Background: an optimization exercise with open tools, aiming at small area. Do not read the settings as production practice.
In this exercise RTL edits were held to simulation tests only and were not proved equivalent to the original.
No activity file was given, so power comes from the tool's default toggle rates.

==> flow/design.v (excerpt) <==
module DFT( output [31:0] real_value,
            output [31:0] imag_value,
            input [7:0] in,
            input clk, rst );
Size: roughly 970 cells after synthesis.
==> flow/config.mk <==
export PLATFORM = sky130hd
export DESIGN_NAME = DFT
export DESIGN_NICKNAME = DFT
export VERILOG_FILES = /design/flow/design.v
export SDC_FILE = /design/flow/constraint.sdc
export NUM_CORES = 4
export LEC_CHECK = 0
export ABC_AREA = 1
export CAP_MARGIN = 10
export CORE_MARGIN = 2
export CORE_UTILIZATION = 60
export CTS_CLUSTER_DIAMETER = 120
export CTS_CLUSTER_SIZE = 28
export SLEW_MARGIN = 10
==> flow/constraint.sdc <==
create_clock -name core_clock -period 12.0 [get_ports {clk}]
set_input_delay 2.4000 -clock core_clock [delete_from_list [all_inputs] [get_ports {clk}]]
set_output_delay 2.4000 -clock core_clock [all_outputs]
set_load 0.01 [all_outputs]
standard.sh (not shown) runs the stock make flow with config.mk's settings and CLKGATE_MAP_FILE= SYNTH_SCRIPT=/design/flow/synth_recipe.tcl, a recipe that flattens the netlist after the stock synthesis.
==> flow/flow/run.sh <==
#!/bin/bash
# The standard layout, with the port buffers made from the smallest buffer cell.
set -euo pipefail
export BUFFER_PORTS_ARGS="-buffer_cell sky130_fd_sc_hd__buf_1"
bash standard.sh > standard.log 2>&1
The first run produced a clean layout.
Then changed:
Settings changed: ABC_AREA 1 to 0, CAP_MARGIN 10 to 20, SLEW_MARGIN 10 to 20.
Outcome:
- The new run ran to the end with no violations
- routed wire length rises by 3.1%
- synthesized area rose by 6.3%
- sequential share of layout area went down by 3.5 points
- die area rose by 6.1%
- clock skew is about the same
- register-to-register slack degrades by 0.21 ns
- total power rose by 13%
- hold slack is better by 0.0067 ns
- global-route usage falls by 0.67 points
Then changed:
Settings changed: ABC_AREA 0 to 1, PLACE_DENSITY set to 0.8.
The new run completed with no timing, DRC or antenna violations.
Die area shrinks by 5.7%.
Core utilization decreases by 1.1 points.
Combinational power drops by 16%.
Then changed:
Settings changed: CTS_CLUSTER_SIZE 28 to 31, PLACE_DENSITY 0.8 to not set.
Outcome:
- area after synthesis is unchanged
- power went down slightly
- count of clock-buffer cells in the layout went up by 4
- final cell count barely changes
- worst hold slack degrades by 0.015 ns
- maximum frequency went up slightly
- design area stays flat
- combinational power went down by a few percent
- global-route usage went up by 1.4 points

========
## run A
DFT, a different RTL version from the one above (not shown whole).
For scale: roughly 1,100 cells after synthesis, roughly 250 flip-flops, ~74 I/O pins, roughly 11,000 um2 of cells after synthesis.
clock: 12.0 ns
lec_check: 0
abc_area: 1
cap_margin: 20
core_margin: 2
core_utilization: 60
cts_cluster_diameter: 80
cts_cluster_size: 24
slew_margin: 20
Scripts as last shown in full above: flow/flow/run.sh
Run A: PASS, flow complete, no timing, DRC or antenna violations
The following lists how run C was set up differently from run A:
==> flow/run.sh (new file) <==
#!/bin/bash
# synth_recipe.tcl (not shown) runs the flow's synth.tcl, then flattens the netlist and writes it again
# the make line also repeats each setting of config.mk as NAME=value (left out here)
make -C /OpenROAD-flow-scripts/flow DESIGN_CONFIG=/design/flow/config.mk WORK_HOME=/design/flow/orfs CLKGATE_MAP_FILE= SYNTH_SCRIPT=/design/flow/synth_recipe.tcl finish
removed: flow/flow/run.sh
removed: flow/standard.sh
Notes after the runs:
Run C finished every stage and its layout cleared the timing, design-rule and antenna checks. Post-synthesis to final-layout area growth delta for run C relative to run A: 4.2 points higher. Against run A as the reference, run C delivers a higher power consumed by the clock network. Per the comparison of run C with run A, routed wire length dropped about 0.75%, highest attainable clock frequency dropped 0.53%, global-route wire length before repair dropped 560 um, clock network fraction of design power climbed 0.3 points, global-route usage dropped 0.27 points. Compared with run A, run C is the more power-hungry design.

========
The RTL this note starts from:
==> flow/design.v <==
module DFT( output [31:0] real_value,
            output [31:0] imag_value,
            input [7:0] in,
            input clk, rst );
function [22:0] raddl;
  input [21:0] a, b;
  input ci;
  integer i;
  reg c;
  begin
    c = ci;
    for (i = 0; i < 22; i = i + 1) begin
      raddl[i] = a[i] ^ b[i] ^ c;
      c = (a[i] & b[i]) | (a[i] & c) | (b[i] & c);
    end
    raddl[22] = c;
  end
endfunction
function [3:0] raddh0;
  input [3:0] a, b;
  integer i;
  reg c;
  begin
    c = 1'b0;
    for (i = 0; i < 4; i = i + 1) begin
      raddh0[i] = a[i] ^ b[i] ^ c;
      c = (a[i] & b[i]) | (a[i] & c) | (b[i] & c);
    end
  end
endfunction
function [3:0] raddh1;
  input [3:0] a, b;
  integer i;
  reg c;
  begin
    c = 1'b1;
    for (i = 0; i < 4; i = i + 1) begin
      raddh1[i] = a[i] ^ b[i] ^ c;
      c = (a[i] & b[i]) | (a[i] & c) | (b[i] & c);
    end
  end
endfunction
function [25:0] radd;
  input [25:0] a, b;
  input ci;
  reg [22:0] l;
  begin
    l = raddl(a[21:0], b[21:0], ci);
    radd = {l[22] ? raddh1(a[25:22], b[25:22]) : raddh0(a[25:22], b[25:22]), l[21:0]};
  end
endfunction
function [8:0] radd9;
  input [8:0] a, b;
  input ci;
  integer i;
  reg c;
  begin
    c = ci;
    for (i = 0; i < 9; i = i + 1) begin
      radd9[i] = a[i] ^ b[i] ^ c;
      c = (a[i] & b[i]) | (a[i] & c) | (b[i] & c);
    end
  end
endfunction
function [22:0] tab;
  input [2:0] c;
  input [2:0] d;
  begin
    case (c)
      3'd1: case (d) 3'd1: tab = 23'd1048576; 3'd2: tab = 23'd2097152; 3'd3: tab = 23'd3145728; 3'd4: tab = 23'd4194304; default: tab = 23'd0; endcase
      3'd2: case (d) 3'd1: tab = 23'd968758; 3'd2: tab = 23'd1937516; 3'd3: tab = 23'd2906274; 3'd4: tab = 23'd3875032; default: tab = 23'd0; endcase
      3'd3: case (d) 3'd1: tab = 23'd741456; 3'd2: tab = 23'd1482912; 3'd3: tab = 23'd2224368; 3'd4: tab = 23'd2965824; default: tab = 23'd0; endcase
      3'd4: case (d) 3'd1: tab = 23'd741455; 3'd2: tab = 23'd1482910; 3'd3: tab = 23'd2224365; 3'd4: tab = 23'd2965820; default: tab = 23'd0; endcase
      3'd5: case (d) 3'd1: tab = 23'd401272; 3'd2: tab = 23'd802544; 3'd3: tab = 23'd1203816; 3'd4: tab = 23'd1605088; default: tab = 23'd0; endcase
      3'd6: case (d) 3'd1: tab = 23'd401273; 3'd2: tab = 23'd802546; 3'd3: tab = 23'd1203819; 3'd4: tab = 23'd1605092; default: tab = 23'd0; endcase
      default: tab = 23'd0;
    endcase
  end
endfunction
reg [7:0] lo [0:7];    
reg [7:0] hi [0:7];    
reg [4:0] j;           
reg [3:0] k;           
reg ld;                
reg [25:0] accr, acci;
reg [25:0] outr, outi;
wire ldA = ld & ~k[0] & j[4] & j[0];
wire ldB = ld &  k[0] & ~j[4] & ~j[3] & j[0];
wire ldC = ld &  k[0] & ~j[4] &  j[3] & j[0];
wire ldD = ld &  k[0] &  j[4] & j[0];
integer q;
always @(posedge clk) begin
  lo[0] <= ldA ? in : lo[7];
  lo[1] <= ldB ? in : lo[0];
  hi[0] <= ldC ? in : hi[7];
  hi[1] <= ldD ? in : hi[0];
  for (q = 2; q < 8; q = q + 1) begin
    lo[q] <= lo[q-1];
    hi[q] <= hi[q-1];
  end
end
always @(posedge clk) begin
  if (rst) begin
    j <= 5'd16;
    k <= 4'd14;
    ld <= 1'b1;
  end else if (j == 5'd23) begin
    j <= 5'd0;
    k <= k + 4'd1;
    if (k == 4'd15) ld <= 1'b0;
  end else begin
    j <= j + 5'd1;
  end
end
wire [7:0] a = lo[7];
wire [7:0] b = hi[7];
wire kn0 = k[0] ^ (j == 5'd23);    
wire [8:0] un = radd9({a[7], a}, {b[7], b} ^ {9{kn0}}, kn0);
reg [2:0] n;
always @(*) begin
  case (j[2:0])
    3'd0: n = 3'd3;
    3'd1: n = 3'd4;
    3'd2: n = 3'd0;
    3'd3: n = 3'd5;
    3'd4: n = 3'd1;
    3'd5: n = 3'd6;
    3'd6: n = 3'd2;
    3'd7: n = 3'd7;
  endcase
end
reg [3:0] g;
wire [1:0] pn = (j == 5'd23) ? 2'd0 : (j == 5'd7) ? 2'd1 : (j == 5'd15) ? 2'd2 : j[4:3];
always @(*) begin
  case (pn)
    2'd0: g = {un[2:0], 1'b0};
    2'd1: g = un[5:2];
    default: g = un[8:5];
  endcase
end
reg [2:0] dmn;
reg dnn;
always @(*) begin
  case (g)
    4'd0: begin dmn = 3'd0; dnn = 1'b0; end
    4'd1: begin dmn = 3'd1; dnn = 1'b0; end
    4'd2: begin dmn = 3'd1; dnn = 1'b0; end
    4'd3: begin dmn = 3'd2; dnn = 1'b0; end
    4'd4: begin dmn = 3'd2; dnn = 1'b0; end
    4'd5: begin dmn = 3'd3; dnn = 1'b0; end
    4'd6: begin dmn = 3'd3; dnn = 1'b0; end
    4'd7: begin dmn = 3'd4; dnn = 1'b0; end
    4'd8: begin dmn = 3'd4; dnn = 1'b1; end
    4'd9: begin dmn = 3'd3; dnn = 1'b1; end
    4'd10: begin dmn = 3'd3; dnn = 1'b1; end
    4'd11: begin dmn = 3'd2; dnn = 1'b1; end
    4'd12: begin dmn = 3'd2; dnn = 1'b1; end
    4'd13: begin dmn = 3'd1; dnn = 1'b1; end
    4'd14: begin dmn = 3'd1; dnn = 1'b1; end
    4'd15: begin dmn = 3'd0; dnn = 1'b0; end
  endcase
end
reg [2:0] dm;
reg dn;
always @(posedge clk) begin
  dm <= dmn;
  dn <= dnn;
end
wire [3:0] m = ({4{n[0]}} & k) + ({4{n[1]}} & {k[2:0], 1'b0}) + ({4{n[2]}} & {k[1:0], 2'b00});
wire altc = k[0] & n[1];
wire alt_r = altc & (n[2] == (k[1] ^ k[2]));
wire alt_i = altc & (n[2] != (k[1] ^ k[2]));
reg [2:0] rcn, icn;
reg rsn, isn;
always @(*) begin
  case (m)
    4'd0: begin rsn = 1'b0; rcn = 3'd1; isn = 1'b0; icn = 3'd0; end
    4'd1: begin rsn = 1'b0; rcn = 3'd2; isn = 1'b1; icn = (alt_i ? 3'd6 : 3'd5); end
    4'd2: begin rsn = 1'b0; rcn = (alt_r ? 3'd4 : 3'd3); isn = 1'b1; icn = (alt_i ? 3'd4 : 3'd3); end
    4'd3: begin rsn = 1'b0; rcn = (alt_r ? 3'd6 : 3'd5); isn = 1'b1; icn = 3'd2; end
    4'd4: begin rsn = 1'b0; rcn = 3'd0; isn = 1'b1; icn = 3'd1; end
    4'd5: begin rsn = 1'b1; rcn = (alt_r ? 3'd6 : 3'd5); isn = 1'b1; icn = 3'd2; end
    4'd6: begin rsn = 1'b1; rcn = (alt_r ? 3'd4 : 3'd3); isn = 1'b1; icn = (alt_i ? 3'd4 : 3'd3); end
    4'd7: begin rsn = 1'b1; rcn = 3'd2; isn = 1'b1; icn = (alt_i ? 3'd6 : 3'd5); end
    4'd8: begin rsn = 1'b1; rcn = 3'd1; isn = 1'b0; icn = 3'd0; end
    4'd9: begin rsn = 1'b1; rcn = 3'd2; isn = 1'b0; icn = (alt_i ? 3'd6 : 3'd5); end
    4'd10: begin rsn = 1'b1; rcn = (alt_r ? 3'd4 : 3'd3); isn = 1'b0; icn = (alt_i ? 3'd4 : 3'd3); end
    4'd11: begin rsn = 1'b1; rcn = (alt_r ? 3'd6 : 3'd5); isn = 1'b0; icn = 3'd2; end
    4'd12: begin rsn = 1'b0; rcn = 3'd0; isn = 1'b0; icn = 3'd1; end
    4'd13: begin rsn = 1'b0; rcn = (alt_r ? 3'd6 : 3'd5); isn = 1'b0; icn = 3'd2; end
    4'd14: begin rsn = 1'b0; rcn = (alt_r ? 3'd4 : 3'd3); isn = 1'b0; icn = (alt_i ? 3'd4 : 3'd3); end
    4'd15: begin rsn = 1'b0; rcn = 3'd2; isn = 1'b0; icn = (alt_i ? 3'd6 : 3'd5); end
  endcase
end
wire [2:0] rc = rcn, ic = icn;
wire rs = rsn, is = isn;
wire [22:0] mr = tab(rc, dm);
wire [22:0] mi = tab(ic, dm);
wire nr = dn ^ rs;
wire ni = dn ^ is;
wire first = (j == 5'd0);
wire shift = (j == 5'd8) | (j == 5'd16);
wire [25:0] br = first ? 26'd0  : shift ? {{3{accr[25]}}, accr[25:3]} : accr;
wire [25:0] bi = first ? 26'd63 : shift ? {{3{acci[25]}}, acci[25:3]} : acci;
wire [25:0] sr = radd(br, {3'd0, mr} ^ {26{nr}}, nr);
wire [25:0] si = radd(bi, {3'd0, mi} ^ {26{ni}}, ni);
always @(posedge clk) begin
  accr <= sr;
  acci <= si;
  if (j == 5'd23) begin
    outr <= sr[25:0];
    outi <= si[25:0];
  end
end
assign real_value = {{3{outr[25]}}, outr, 3'b000};
assign imag_value = {{3{outi[25]}}, outi, 3'b000};
endmodule
==> flow/config.mk <==
export PLATFORM = sky130hd
export DESIGN_NAME = DFT
export DESIGN_NICKNAME = DFT
export VERILOG_FILES = /design/flow/design.v
export SDC_FILE = /design/flow/constraint.sdc
export NUM_CORES = 4
export LEC_CHECK = 0
export ABC_AREA = 1
export CAP_MARGIN = 20
export CORE_MARGIN = 2
export CORE_UTILIZATION = 60
export CTS_CLUSTER_DIAMETER = 120
export CTS_CLUSTER_SIZE = 28
export SLEW_MARGIN = 20
==> flow/constraint.sdc <==
create_clock -name core_clock -period 12.0 [get_ports {clk}]
set_input_delay 2.4000 -clock core_clock [delete_from_list [all_inputs] [get_ports {clk}]]
set_output_delay 2.4000 -clock core_clock [all_outputs]
set_load 0.01 [all_outputs]
==> flow/flow/run.sh <==
#!/bin/bash
# The standard layout, with the port buffers made from the smallest buffer cell.
set -euo pipefail
export BUFFER_PORTS_ARGS="-buffer_cell sky130_fd_sc_hd__buf_1"
bash standard.sh > standard.log 2>&1
Then changed:
- GPL_TIMING_DRIVEN: default -> 0
After rerunning: The new run finished clean; worst setup slack gets worse by 130 ps; synthesized area is unchanged; routed wire length falls by 1.8%; via count went down by 0.35%; clock skew stays flat; maximum frequency goes down by about 1.1%; global-route usage came out lower by 0.51 points.

what the ideal ports hide:
The flow's constraints put no driver on any port. The routed layouts listed below were extracted and timed again, unchanged, in two steps.
Step 1: set_driving_cell puts a clkbuf_16 on clk and a buf_2 on each other input, an assumption about the parent block.
Step 2 also shifts input and output timing later by t, the mid clock arrival at the registers, as if the neighbouring blocks saw the same clock.
Slacks: ideal ports / drivers / drivers and shift; pairs: ideal ports / drivers.
run | t (ns) | setup WS [ns] | worst setup path after step 2 | cell pins on the clock port's net
the first run of note 1 | 0.528 | 0.585 / 0.585 / 0.585 | register to register | 1
the second run of note 1 | 0.526 | 0.380 / 0.380 / 0.380 | register to register | 1
the third run of note 1 | 0.524 | 0.493 / 0.493 / 0.493 | register to register | 1
the fourth run of note 1 | 0.516 | 0.594 / 0.594 / 0.594 | register to register | 1
run A | 0.520 | 1.227 / 1.227 / 1.227 | register to register | 1
run C | 0.514 | 1.169 / 1.169 / 1.169 | register to register | 1
the first run of note 3 | 0.528 | 0.585 / 0.585 / 0.585 | register to register | 1
the second run of note 3 | 0.526 | 0.454 / 0.454 / 0.454 | register to register | 1
After both steps setup and hold are still met in every run listed.
